Context: an optimization exercise on an open-source flow, tuned for small area, a short achievable clock period and few clock cycles per item. The choices shown serve that exercise and are no tape-out recipe. Where RTL was checked, it was by simulation tests only, not by an equivalence proof against the original.

rev 12:
==> module atan, before the edit <==
module atan
(
    input                       clk         ,
    input                       rst_n       ,
    input                       trig        ,
    output                      vld         ,
    input       signed  [16:0]  para_in     ,
    output      signed  [11:0]  atany
);
reg         busy;
reg         vld_r;
reg  [8:1]  clr;     
reg  [18:0] x;
reg  [19:2] z;
reg  [11:1] acc;     
wire [8:0]  ct  = {clr, 1'b1};
wire [8:0]  h   = ct & ~{1'b0, ct[8:1]};      
always @(posedge clk or negedge rst_n)
    if (!rst_n) begin
        busy  <= 1'b0;
        vld_r <= 1'b0;
    end else begin
        busy  <= trig | (busy & ~clr[8]);
        vld_r <= busy & clr[8];
    end
assign vld = vld_r;
wire        s   = para_in[16];
wire [18:0] p4  = {para_in, 2'b00};
wire [18:0] y0  = s ? p4 + 19'd1024 : p4 - 19'd1024;
wire [18:0] x0  = s ? 19'd1024 - p4 : 19'd1024 + p4;
reg         d;
wire [19:0] zf  = {z, 2'b00};
wire [18:0] xm  = {x[18:1] & {10'h3FF, ~clr}, 1'b0};
wire [19:0] zn  = {zf[18:0], 1'b0} + ({1'b0, xm} ^ {20{d}}) + d;
wire [18:0] za  = zf[18:0] ^ {19{zf[19]}};
wire [33:0] ze  = {15'd0, za};
reg  [18:0] ty;
integer i, j;
always @(*) begin
    ty = 19'd0;
    for (i = 0; i < 8; i = i + 1)
        for (j = 0; j < 19; j = j + 1)
            ty[j] = ty[j] | (h[i] & ze[j + 2*i + 1]);
end
wire [18:0] xn  = x + ty + !d;
wire [11:0] k2  = ({12{h[0]}} & 12'd950) | ({12{h[1]}} & 12'd502) | ({12{h[2]}} & 12'd254)
                | {4'd0, h[3], h[4], h[5], h[6], h[7], h[8], 2'd0};
wire [11:1] accn = acc + (k2[11:1] & {11{d}});
always @(posedge clk) begin
    clr <= trig ? 8'd0 : {clr[7:1], 1'b1};
    x   <= trig ? x0 : xn;
    z   <= trig ? {y0[18], y0[18:2]} : zn[19:2];
    d   <= trig ? ~y0[18] : ~zn[19];
    acc <= trig ? (s ? 11'd1156 : 11'd1960) : accn;
end
wire        d9 = d;
wire [11:1] a1 = acc + 11'd1;
assign atany = {d9 ? a1 : acc, 1'b0};
endmodule
Settings: LEC_CHECK=0, ABC_AREA=1, CAP_MARGIN=20, CORE_MARGIN=2, CORE_UTILIZATION=50, SETUP_SLACK_MARGIN=3, SLEW_MARGIN=20; clock period 6.0 ns.
standard.sh (not shown) runs the stock make flow with config.mk's settings and CLKGATE_MAP_FILE= SYNTH_SCRIPT=/design/flow/synth_recipe.tcl, a recipe that flattens the netlist after the stock synthesis.
==> flow/flow/run.sh <==
#!/bin/bash
# Own layout flow: the standard flow (standard.sh, ORFS) with one change:
# the port buffers are the smallest buffer cell (every port still gets one).
# The make run writes its full output to a log of its own in this folder.
set -euo pipefail
here=$(pwd)
bash standard.sh \
  "BUFFER_PORTS_ARGS=-buffer_cell sky130_fd_sc_hd__buf_1" \
  finish > "$here/flow_make.log" 2>&1
Rev 12 went all the way through the flow, and no timing, DRC or antenna check failed.
--- input diff rev 12..rev 13 ---
--- a/flow/design.v
+++ b/flow/design.v
@@ -7,30 +7,29 @@
     input       signed  [16:0]  para_in     ,
     output      signed  [11:0]  atany
 );
 reg         busy;
 reg         vld_r;
-reg  [8:1]  clr;     
+reg  [8:0]  h;       
 reg  [18:0] x;
 reg  [19:2] z;
 reg  [11:1] acc;     
-wire [8:0]  ct  = {clr, 1'b1};
-wire [8:0]  h   = ct & ~{1'b0, ct[8:1]};      
+wire [8:1]  clr = {h[8], h[8] | h[7], |h[8:6], |h[8:5], |h[8:4], |h[8:3], |h[8:2], |h[8:1]};
 always @(posedge clk or negedge rst_n)
     if (!rst_n) begin
         busy  <= 1'b0;
         vld_r <= 1'b0;
     end else begin
-        busy  <= trig | (busy & ~clr[8]);
-        vld_r <= busy & clr[8];
+        busy  <= trig | (busy & ~h[8]);
+        vld_r <= busy & h[8];
     end
 assign vld = vld_r;
 wire        s   = para_in[16];
 wire [18:0] p4  = {para_in, 2'b00};
 wire [18:0] y0  = s ? p4 + 19'd1024 : p4 - 19'd1024;
 wire [18:0] x0  = s ? 19'd1024 - p4 : 19'd1024 + p4;
-reg         d;
+wire        d   = ~z[19];
 wire [19:0] zf  = {z, 2'b00};
 wire [18:0] xm  = {x[18:1] & {10'h3FF, ~clr}, 1'b0};
 wire [19:0] zn  = {zf[18:0], 1'b0} + ({1'b0, xm} ^ {20{d}}) + d;
 wire [18:0] za  = zf[18:0] ^ {19{zf[19]}};
 wire [33:0] ze  = {15'd0, za};
@@ -45,15 +44,14 @@
 wire [18:0] xn  = x + ty + !d;
 wire [11:0] k2  = ({12{h[0]}} & 12'd950) | ({12{h[1]}} & 12'd502) | ({12{h[2]}} & 12'd254)
                 | {4'd0, h[3], h[4], h[5], h[6], h[7], h[8], 2'd0};
 wire [11:1] accn = acc + (k2[11:1] & {11{d}});
 always @(posedge clk) begin
-    clr <= trig ? 8'd0 : {clr[7:1], 1'b1};
+    h   <= trig ? 9'd1 : {h[7:0], 1'b0};
     x   <= trig ? x0 : xn;
     z   <= trig ? {y0[18], y0[18:2]} : zn[19:2];
-    d   <= trig ? ~y0[18] : ~zn[19];
     acc <= trig ? (s ? 11'd1156 : 11'd1960) : accn;
 end
-wire        d9 = d;
+wire        d9 = ~z[19];
 wire [11:1] a1 = acc + 11'd1;
 assign atany = {d9 ? a1 : acc, 1'b0};
 endmodule
--- outcome ---
Looking at setup slack across both flows, rev 13 is the weaker of the two, with rev 12 ahead.
Diff rev 12 -> rev 13: share of cell area taken by flip-flops and latches moved down, utilization moved up, first-iteration DRC count climbed 9.4%.
Going from rev 12 to rev 13, final area grew by a few percent.
| final critical-path required period | rev 13 vs rev 12 | 0.12 ns higher |
Function was not checked in any run of this note: the RTL went through the layout flow alone.

job 1777:
Another version of the RTL of atan (not shown whole).
Size: roughly 770 cells after synthesis, roughly 33 I/O pins, ~0.0059 mm² of cells after synthesis.
==> module atan, before the edit <==
module atan
(
    input                       clk         ,
    input                       rst_n       ,
    input                       trig        ,
    output                      vld         ,
    input       signed  [16:0]  para_in     ,
    output      signed  [11:0]  atany
);
reg         busy;
reg         vld_r;
reg  [8:1]  clr;     
reg  [18:0] x;
reg  [19:2] z;
reg  [11:1] acc;     
wire [8:0]  ct  = {clr, 1'b1};
wire [8:0]  h   = ct & ~{1'b0, ct[8:1]};      
always @(posedge clk or negedge rst_n)
    if (!rst_n) begin
        busy  <= 1'b0;
        vld_r <= 1'b0;
    end else begin
        busy  <= trig | (busy & ~clr[8]);
        vld_r <= busy & clr[8];
    end
assign vld = vld_r;
wire        s   = para_in[16];
wire [18:0] p4  = {para_in, 2'b00};
wire [18:0] y0  = s ? p4 + 19'd1024 : p4 - 19'd1024;
wire [18:0] x0  = s ? 19'd1024 - p4 : 19'd1024 + p4;
wire        d   = ~z[19];
wire [19:0] zf  = {z, 2'b00};
wire [18:0] xm  = {x[18:1] & {10'h3FF, ~clr}, 1'b0};
wire [19:0] zn  = {zf[18:0], 1'b0} + ({1'b0, xm} ^ {20{d}}) + d;
wire [18:0] za  = zf[18:0] ^ {19{zf[19]}};
wire [33:0] ze  = {15'd0, za};
reg  [18:0] ty;
integer i, j;
always @(*) begin
    ty = 19'd0;
    for (i = 0; i < 8; i = i + 1)
        for (j = 0; j < 19; j = j + 1)
            ty[j] = ty[j] | (h[i] & ze[j + 2*i + 1]);
end
wire [18:0] xn  = x + ty + !d;
wire [11:0] k2  = ({12{h[0]}} & 12'd950) | ({12{h[1]}} & 12'd502) | ({12{h[2]}} & 12'd254)
                | {4'd0, h[3], h[4], h[5], h[6], h[7], h[8], 2'd0};
wire [11:1] accn = acc + (k2[11:1] & {11{d}});
always @(posedge clk) begin
    clr <= trig ? 8'd0 : {clr[7:1], 1'b1};
    x   <= trig ? x0 : xn;
    z   <= trig ? {y0[18], y0[18:2]} : zn[19:2];
    acc <= trig ? (s ? 11'd1156 : 11'd1960) : accn;
end
wire        d9 = ~z[19];
wire [11:1] a1 = acc + 11'd1;
assign atany = {d9 ? a1 : acc, 1'b0};
endmodule
make LEC_CHECK=0 CAP_MARGIN=20 CORE_MARGIN=2 CORE_UTILIZATION=40 SETUP_SLACK_MARGIN=2 SLEW_MARGIN=20 finish   # period 6.0 ns
run.sh (not shown) runs the stock make flow with config.mk's settings and CLKGATE_MAP_FILE= SYNTH_SCRIPT=/design/flow/synth_recipe.tcl, a recipe that flattens the netlist after the stock synthesis.
Stock flow here: none of the scripts above is used.
Testbench counts of job 1777, summed over its fixed seeds: cycles 24,008, items 2,400.
Input-level comparison between job 1652 and job 1777:
==> flow/design.v <==
module atan
(
    input                       clk         ,
    input                       rst_n       ,
    input                       trig        ,
    output                      vld         ,
    input       signed  [16:0]  para_in     ,
    output      signed  [11:0]  atany
);
reg         busy;
reg         vld_r;
reg  [2:0]  cnt;
reg  [18:0] x;
reg  [18:0] y;
reg  [8:0]  dsr;     
wire last = (cnt == 3'd7);
always @(posedge clk or negedge rst_n)
    if (!rst_n) begin
        busy  <= 1'b0;
        vld_r <= 1'b0;
    end else begin
        busy  <= trig | (busy & ~last);
        vld_r <= busy & last;
    end
assign vld = vld_r;
wire        s   = para_in[16];
wire [18:0] p4  = {para_in, 2'b00};
wire [18:0] y0  = s ? p4 + 19'd1024 : p4 - 19'd1024;
wire [18:0] x0  = s ? 19'd1024 - p4 : 19'd1024 + p4;
wire        d   = ~y[18];
wire [18:0] tx  = x >> (cnt + 4'd1);
wire signed [18:0] ys = y;
wire [18:0] ty  = ys >>> (cnt + 4'd1);
wire [17:0] yn  = y[17:0] + (tx[17:0] ^ {18{d}}) + d;
wire [18:0] xn  = x + (ty ^ {19{~d}}) + !d;
always @(posedge clk) begin
    cnt <= trig ? 3'd0 : cnt + 3'd1;
    x   <= trig ? x0 : xn;
    y   <= trig ? y0 : {yn[17], yn};
    dsr <= {dsr[7:0], trig ? s : d};
end
wire       d8 = ~y[18];
wire [9:0] y9 = y[9:0] + (x[18:9] ^ {10{d8}}) + d8;
wire       d9 = ~y9[9];
wire       sr = dsr[8];
wire [11:0] e0 = (sr ? 12'd2312 : 12'd3920) + (dsr[7] ? 12'd950 : 12'd0) + (dsr[6] ? 12'd502 : 12'd0)
               + (dsr[5] ? 12'd254 : 12'd0) + {4'd0, dsr[4:0], d8, 2'b00};
wire [11:0] e1 = e0 + 12'd2;
assign atany = d9 ? e1 : e0;
endmodule
### Flow results
Sequential fraction of total cell area (higher): job 1777. Looking at capture point of the worst path, the x[17]$_DFF_P_ result is from job 1777; the atany[11] one comes from job 1652. Source-to-sink clock delay at the later pin of the worst-skew pair (job 1652 over job 1777): decrease, 0.04 ns. Global-route wire length before repair, job 1777 and job 1652, lower one = job 1652. Job 1652 vs job 1777, final period demand of the worst path went up by 1.39 ns. When job 1652 is measured against job 1777, its final layout net count turns out 99 higher. Job 1652 vs job 1777 — chip width rose 4.6 µm.
The RTL of job 1652 was laid out without a check of its function.

Another version of the RTL of atan (not shown whole).
Size: ~780 cells after synthesis, about 57 flip-flops, roughly 5900 sq um of cells after synthesis.
==> module atan, before the edit <==
module atan
(
    input                       clk         ,
    input                       rst_n       ,
    input                       trig        ,
    output                      vld         ,
    input       signed  [16:0]  para_in     ,
    output      signed  [11:0]  atany
);
reg         busy;
reg         vld_r;
reg  [7:1]  clr;     
reg  [18:0] x;
reg  [19:2] z;
reg  [11:0] acc;     
wire [7:0]  ct  = {clr, 1'b1};
wire [7:0]  h   = ct & ~{1'b0, ct[7:1]};      
always @(posedge clk or negedge rst_n)
    if (!rst_n) begin
        busy  <= 1'b0;
        vld_r <= 1'b0;
    end else begin
        busy  <= trig | (busy & ~clr[7]);
        vld_r <= busy & clr[7];
    end
assign vld = vld_r;
wire        s   = para_in[16];
wire [18:0] p4  = {para_in, 2'b00};
wire [18:0] y0  = s ? p4 + 19'd1024 : p4 - 19'd1024;
wire [18:0] x0  = s ? 19'd1024 - p4 : 19'd1024 + p4;
wire        d   = ~z[19];
wire [19:0] zf  = {z, 2'b00};
wire [18:0] xm  = {x[18:1] & {11'h7FF, ~clr}, 1'b0};
wire [19:0] zn  = {zf[18:0], 1'b0} + ({1'b0, xm} ^ {20{d}}) + d;
wire [34:0] ze  = {{15{zf[19]}}, zf};
reg  [18:0] ty;
integer i, j;
always @(*) begin
    ty = 19'd0;
    for (i = 0; i < 8; i = i + 1)
        for (j = 0; j < 19; j = j + 1)
            ty[j] = ty[j] | (h[i] & ze[j + 2*i + 1]);
end
wire [18:0] xn  = x + (ty ^ {19{~d}}) + !d;
wire [11:0] k2  = ({12{h[0]}} & 12'd950) | ({12{h[1]}} & 12'd502) | ({12{h[2]}} & 12'd254)
                | {4'd0, h[3], h[4], h[5], h[6], h[7], 3'd0};
wire [11:0] accn = acc + (k2 & {12{d}});
always @(posedge clk) begin
    clr <= trig ? 7'd0 : {clr[6:1], 1'b1};
    x   <= trig ? x0 : xn;
    z   <= trig ? {y0[18], y0[18:2]} : zn[19:2];
    acc <= trig ? (s ? 12'd2312 : 12'd3920) : accn;
end
wire       d8  = ~z[19];
wire [9:0] y9a = zf[17:8] - x[18:9];
wire [9:0] y9b = zf[17:8] + x[18:9];
wire       d9  = d8 ? ~y9a[9] : ~y9b[9];
wire [11:0] a0 = acc + {9'd0, d8, 2'b00};
wire [11:0] a1 = acc + {9'd0, d8, 2'b10};
assign atany = d9 ? a1 : a0;
endmodule
clock: 6.0 ns
lec_check: 0
cap_margin: 20
core_margin: 2
core_utilization: 40
setup_slack_margin: 3
slew_margin: 20
Testbench counts at the start, summed over its fixed seeds: cycles 21,608, items 2,400.
Rerun with:
==> flow/design.v (replaced) <==
module atan
(
    input                       clk         ,
    input                       rst_n       ,
    input                       trig        ,
    output                      vld         ,
    input       signed  [16:0]  para_in     ,
    output      signed  [11:0]  atany
);
reg         busy;
reg         vld_r;
reg  [8:1]  clr;     
reg  [18:0] x;
reg  [19:2] z;
reg  [11:0] acc;     
wire [8:0]  ct  = {clr, 1'b1};
wire [8:0]  h   = ct & ~{1'b0, ct[8:1]};      
always @(posedge clk or negedge rst_n)
    if (!rst_n) begin
        busy  <= 1'b0;
        vld_r <= 1'b0;
    end else begin
        busy  <= trig | (busy & ~clr[8]);
        vld_r <= busy & clr[8];
    end
assign vld = vld_r;
wire        s   = para_in[16];
wire [18:0] p4  = {para_in, 2'b00};
wire [18:0] y0  = s ? p4 + 19'd1024 : p4 - 19'd1024;
wire [18:0] x0  = s ? 19'd1024 - p4 : 19'd1024 + p4;
wire        d   = ~z[19];
wire [19:0] zf  = {z, 2'b00};
wire [18:0] xm  = {x[18:1] & {10'h3FF, ~clr}, 1'b0};
wire [19:0] zn  = {zf[18:0], 1'b0} + ({1'b0, xm} ^ {20{d}}) + d;
wire [34:0] ze  = {{15{zf[19]}}, zf};
reg  [18:0] ty;
integer i, j;
always @(*) begin
    ty = 19'd0;
    for (i = 0; i < 8; i = i + 1)
        for (j = 0; j < 19; j = j + 1)
            ty[j] = ty[j] | (h[i] & ze[j + 2*i + 1]);
end
wire [18:0] xn  = x + (ty ^ {19{~d}}) + !d;
wire [11:0] k2  = ({12{h[0]}} & 12'd950) | ({12{h[1]}} & 12'd502) | ({12{h[2]}} & 12'd254)
                | {4'd0, h[3], h[4], h[5], h[6], h[7], h[8], 2'd0};
wire [11:0] accn = acc + (k2 & {12{d}});
always @(posedge clk) begin
    clr <= trig ? 8'd0 : {clr[7:1], 1'b1};
    x   <= trig ? x0 : xn;
    z   <= trig ? {y0[18], y0[18:2]} : zn[19:2];
    acc <= trig ? (s ? 12'd2312 : 12'd3920) : accn;
end
wire        d9 = ~z[19];
wire [11:0] a1 = acc + 12'd2;
assign atany = d9 ? a1 : acc;
endmodule
=>
- via count is lower by a few percent
- fmax is higher by about a fifth
- routed wire length barely changes
- register-to-register slack gets better by 0.33 ns
- critical path depth is higher by 2
- final area is lower by a few percent
- final cell count is lower by a few percent
Testbench counts after the change, summed over its fixed seeds: cycles 24,008, items 2,400.

==> port drivers added, routing unchanged <==
No port has a modelled driver above. Below, the same layouts with a new extraction and two added sets of constraints. Step 1 sets driving cells, clkbuf_16 on the clock port and buf_2 on the other inputs (assumed; they add their load-dependent delay and slew). Step 2 adds t to the input delays and takes it off the output delays; t is the mean of the earliest and latest rising clock arrival at the registers after step 1. Input paths then give back, and output paths get back, about the clock's delay inside the block. a / b / c = no drivers / after step 1 / after step 2; a / b = the first two.
run	shift t [ns]	slack for setup (ns)	worst setup path at the end
rev 12	0.386	3.090 / 3.049 / 2.949	input to register
rev 13	0.386	2.975 / 2.936 / 2.809	input to register
job 1777	0.380	2.216 / 2.216 / 2.216	register to register
job 1652	0.348	0.829 / 0.786 / 1.135	register to output
the first run of note 3	0.378	2.046 / 2.002 / 2.314	input to register
the second run of note 3	0.376	2.764 / 2.764 / 2.512	input to register
After both steps setup and hold are still met in every run listed. The setup slack of the second run of note 3, which loses most, moves by 0.000 ns with the drivers and by -0.252 ns with both steps.
